This is an optimization exercise on Yosys and OpenROAD, whose aim is small area, not a production implementation.
At most, simulation tests tie the RTL to the original design; equivalence was not proved.
Power figures rest on the tool's default switching activity, not on a simulated workload.

// ALU_ft
module ALU_ft (
    input              clk,
    input              rst,
    input      [31:0]  A,
    input      [31:0]  B,
    input      [2:0]   ALUControl,
    output reg [31:0]  Result,
    output reg         Zero,
    output reg         Carry,
    output reg         OverFlow,
    output             Negative,
    output reg         fault_detected_out
);
Settings: LEC_CHECK=0, CAP_MARGIN=10, CORE_MARGIN=2, CORE_UTILIZATION=40, SLEW_MARGIN=10, SYNTH_HIERARCHICAL=1; clock period 6.0 ns.
standard.sh (not shown) runs the stock make flow with config.mk's settings and CLKGATE_MAP_FILE= SYNTH_SCRIPT=/design/flow/synth_recipe.tcl, a recipe that flattens the netlist after the stock synthesis.
==> flow/flow/run.sh <==
#!/bin/bash
# Own flow: the standard layout (standard.sh, unchanged synthesis) with
#  - the synthesized netlist's combinational cells set to drive strength 1
#    (flow/downsize.py) before floorplanning; the flow's repair steps size
#    them up again where needed;
#  - port buffers made sky130_fd_sc_hd__buf_1 (BUFFER_PORTS_ARGS);
#  - clock tree synthesis without dummy loads, with clkbuf_4 buffers
#    (CTS_ARGS; the rest as cts.tcl sets them).
# Every tool's full output stays in orfs/logs/ under this folder; make's
# output goes to synth.log and layout.log here, downsize.py's to downsize.log.
set -euo pipefail
export BUFFER_PORTS_ARGS="-buffer_cell sky130_fd_sc_hd__buf_1"
export CTS_ARGS="-sink_clustering_enable -repair_clock_nets -buf_list sky130_fd_sc_hd__clkbuf_4 -sink_clustering_size 30 -dont_use_dummy_load"
res=orfs/results/$FLOW_PLATFORM/ALU_ft/base
bash standard.sh synth > synth.log 2>&1
python3 flow/downsize.py $res/1_2_yosys.v $FLOW_HOME/platforms/$FLOW_PLATFORM/lib/sky130_fd_sc_hd__tt_025C_1v80.lib > downsize.log 2>&1
touch $res/1_2_yosys.v $res/1_2_yosys.sdc
rm -f $res/1_synth.odb $res/1_synth.sdc
bash standard.sh finish > layout.log 2>&1
test -f out/final.def
Other scripts of this flow, unchanged in this note and not shown: flow/flow/downsize.py
==> next run, changes <==
--- a/flow/design.v
+++ b/flow/design.v
@@ -16,18 +16,21 @@
 module c_nand4(input a, input b, input c, input d, output y);
     assign y = ~(a & b & c & d);
 endmodule
 module c_and2(input a, input b, output y);
     assign y = a & b;
 endmodule
 module c_or4(input a, input b, input c, input d, output y);
     assign y = a | b | c | d;
 endmodule
+module c_nor4(input a, input b, input c, input d, output y);
+    assign y = ~(a | b | c | d);
+endmodule
 module c_inv(input a, output y);
     assign y = ~a;
 endmodule
 module c_a21o(input a1, input a2, input b1, output y);
     assign y = (a1 & a2) | b1;
 endmodule
 module c_a21oi(input a1, input a2, input b1, output y);
     assign y = ~((a1 & a2) | b1);
 endmodule
@@ -685,38 +688,32 @@
     c_a222oi u472 (.a1(xs[29]), .a2(selx), .b1(g[29]), .b2(selg), .c1(sh[29]), .c2(selr), .y(ra[29]));
     c_nand2 u473 (.a(sh[2]), .b(sell), .y(rb[29]));
     c_nand2 u474 (.a(ra[29]), .b(rb[29]), .y(res[29]));
     c_a222oi u475 (.a1(xs[30]), .a2(selx), .b1(g[30]), .b2(selg), .c1(sh[30]), .c2(selr), .y(ra[30]));
     c_nand2 u476 (.a(sh[1]), .b(sell), .y(rb[30]));
     c_nand2 u477 (.a(ra[30]), .b(rb[30]), .y(res[30]));
     c_a222oi u478 (.a1(xs[31]), .a2(selx), .b1(g[31]), .b2(selg), .c1(sh[31]), .c2(selr), .y(ra[31]));
     c_nand2 u479 (.a(sh[0]), .b(sell), .y(rb[31]));
     c_nand2 u480 (.a(ra[31]), .b(rb[31]), .y(res[31]));
-    wire [7:0] o4;
-    wire [3:0] z8;
-    wire [1:0] z16;
-    c_or4 u481 (.a(res[0]), .b(res[1]), .c(res[2]), .d(res[3]), .y(o4[0]));
-    c_or4 u482 (.a(res[4]), .b(res[5]), .c(res[6]), .d(res[7]), .y(o4[1]));
-    c_or4 u483 (.a(res[8]), .b(res[9]), .c(res[10]), .d(res[11]), .y(o4[2]));
-    c_or4 u484 (.a(res[12]), .b(res[13]), .c(res[14]), .d(res[15]), .y(o4[3]));
-    c_or4 u485 (.a(res[16]), .b(res[17]), .c(res[18]), .d(res[19]), .y(o4[4]));
-    c_or4 u486 (.a(res[20]), .b(res[21]), .c(res[22]), .d(res[23]), .y(o4[5]));
-    c_or4 u487 (.a(res[24]), .b(res[25]), .c(res[26]), .d(res[27]), .y(o4[6]));
-    c_or4 u488 (.a(res[28]), .b(res[29]), .c(res[30]), .d(res[31]), .y(o4[7]));
-    c_nor2 u489 (.a(o4[0]), .b(o4[1]), .y(z8[0]));
-    c_nor2 u490 (.a(o4[2]), .b(o4[3]), .y(z8[1]));
-    c_nor2 u491 (.a(o4[4]), .b(o4[5]), .y(z8[2]));
-    c_nor2 u492 (.a(o4[6]), .b(o4[7]), .y(z8[3]));
-    wire n16a, n16b;
-    c_nand2 u493 (.a(z8[0]), .b(z8[1]), .y(n16a));
-    c_nand2 u494 (.a(z8[2]), .b(z8[3]), .y(n16b));
-    c_nor2 u495 (.a(n16a), .b(n16b), .y(z));
-    c_inv u496 (.a(z), .y(nz));
+    wire [7:0] z4;
+    wire [1:0] zn16;
+    c_nor4 u481 (.a(res[0]), .b(res[1]), .c(res[2]), .d(res[3]), .y(z4[0]));
+    c_nor4 u482 (.a(res[4]), .b(res[5]), .c(res[6]), .d(res[7]), .y(z4[1]));
+    c_nor4 u483 (.a(res[8]), .b(res[9]), .c(res[10]), .d(res[11]), .y(z4[2]));
+    c_nor4 u484 (.a(res[12]), .b(res[13]), .c(res[14]), .d(res[15]), .y(z4[3]));
+    c_nor4 u485 (.a(res[16]), .b(res[17]), .c(res[18]), .d(res[19]), .y(z4[4]));
+    c_nor4 u486 (.a(res[20]), .b(res[21]), .c(res[22]), .d(res[23]), .y(z4[5]));
+    c_nor4 u487 (.a(res[24]), .b(res[25]), .c(res[26]), .d(res[27]), .y(z4[6]));
+    c_nor4 u488 (.a(res[28]), .b(res[29]), .c(res[30]), .d(res[31]), .y(z4[7]));
+    c_nand4 u489 (.a(z4[0]), .b(z4[1]), .c(z4[2]), .d(z4[3]), .y(zn16[0]));
+    c_nand4 u490 (.a(z4[4]), .b(z4[5]), .c(z4[6]), .d(z4[7]), .y(zn16[1]));
+    c_nor2 u491 (.a(zn16[0]), .b(zn16[1]), .y(z));
+    c_inv u492 (.a(z), .y(nz));
 endmodule
 `timescale 1ns / 1ps
 module ALU_ft (
     input              clk,
     input              rst,
     input      [31:0]  A,
     input      [31:0]  B,
     input      [2:0]   ALUControl,
     output reg [31:0]  Result,
Result: The changed run went through all stages and came out clean. Clock power barely changes. Critical path depth falls by 1. Routed wire length rises by 1.1%. Global-route usage rises by 0.36 points. Non-clock buffer count rises by 1. Worst setup slack gains 0.15 ns. Synthesized area falls by 0.33%. Worst hold slack gains 0.0049 ns. Via count rises by 0.57%.
For the second run of this note, only the layout was checked, not whether the RTL still works.

re-timing with driven ports:
In the flow no input, the clock included, has a driving cell. The finished layouts below were timed again as built, in two steps.
Step 1, drivers: a clkbuf_16 drives clk and a buf_2 each remaining input, both assumed.
Step 2 also shifts input and output timing later by t, the mid clock arrival at the registers, as if the neighbouring blocks saw the same clock.
Three values: ideal ports, drivers, drivers and shift; two values: the first two.
| run | shift t [ns] | setup slack, ns | latest minus earliest clock arrival (ns) | slew at the worst register clock pin (ns) | pins driven straight from the clock port |
|---|---|---|---|---|---|
| the first run | 0.425 | 0.435 / 0.433 / 0.008 | 0.038 / 0.039 | 0.12 / 0.12 | 1 |
| the second run | 0.426 | 0.587 / 0.589 / 0.162 | 0.037 / 0.037 | 0.12 / 0.12 | 1 |
After both steps every run listed still meets setup and hold. For the first run, which loses most, drivers alone change the setup slack by -0.002 ns; drivers and shift together by -0.427 ns.
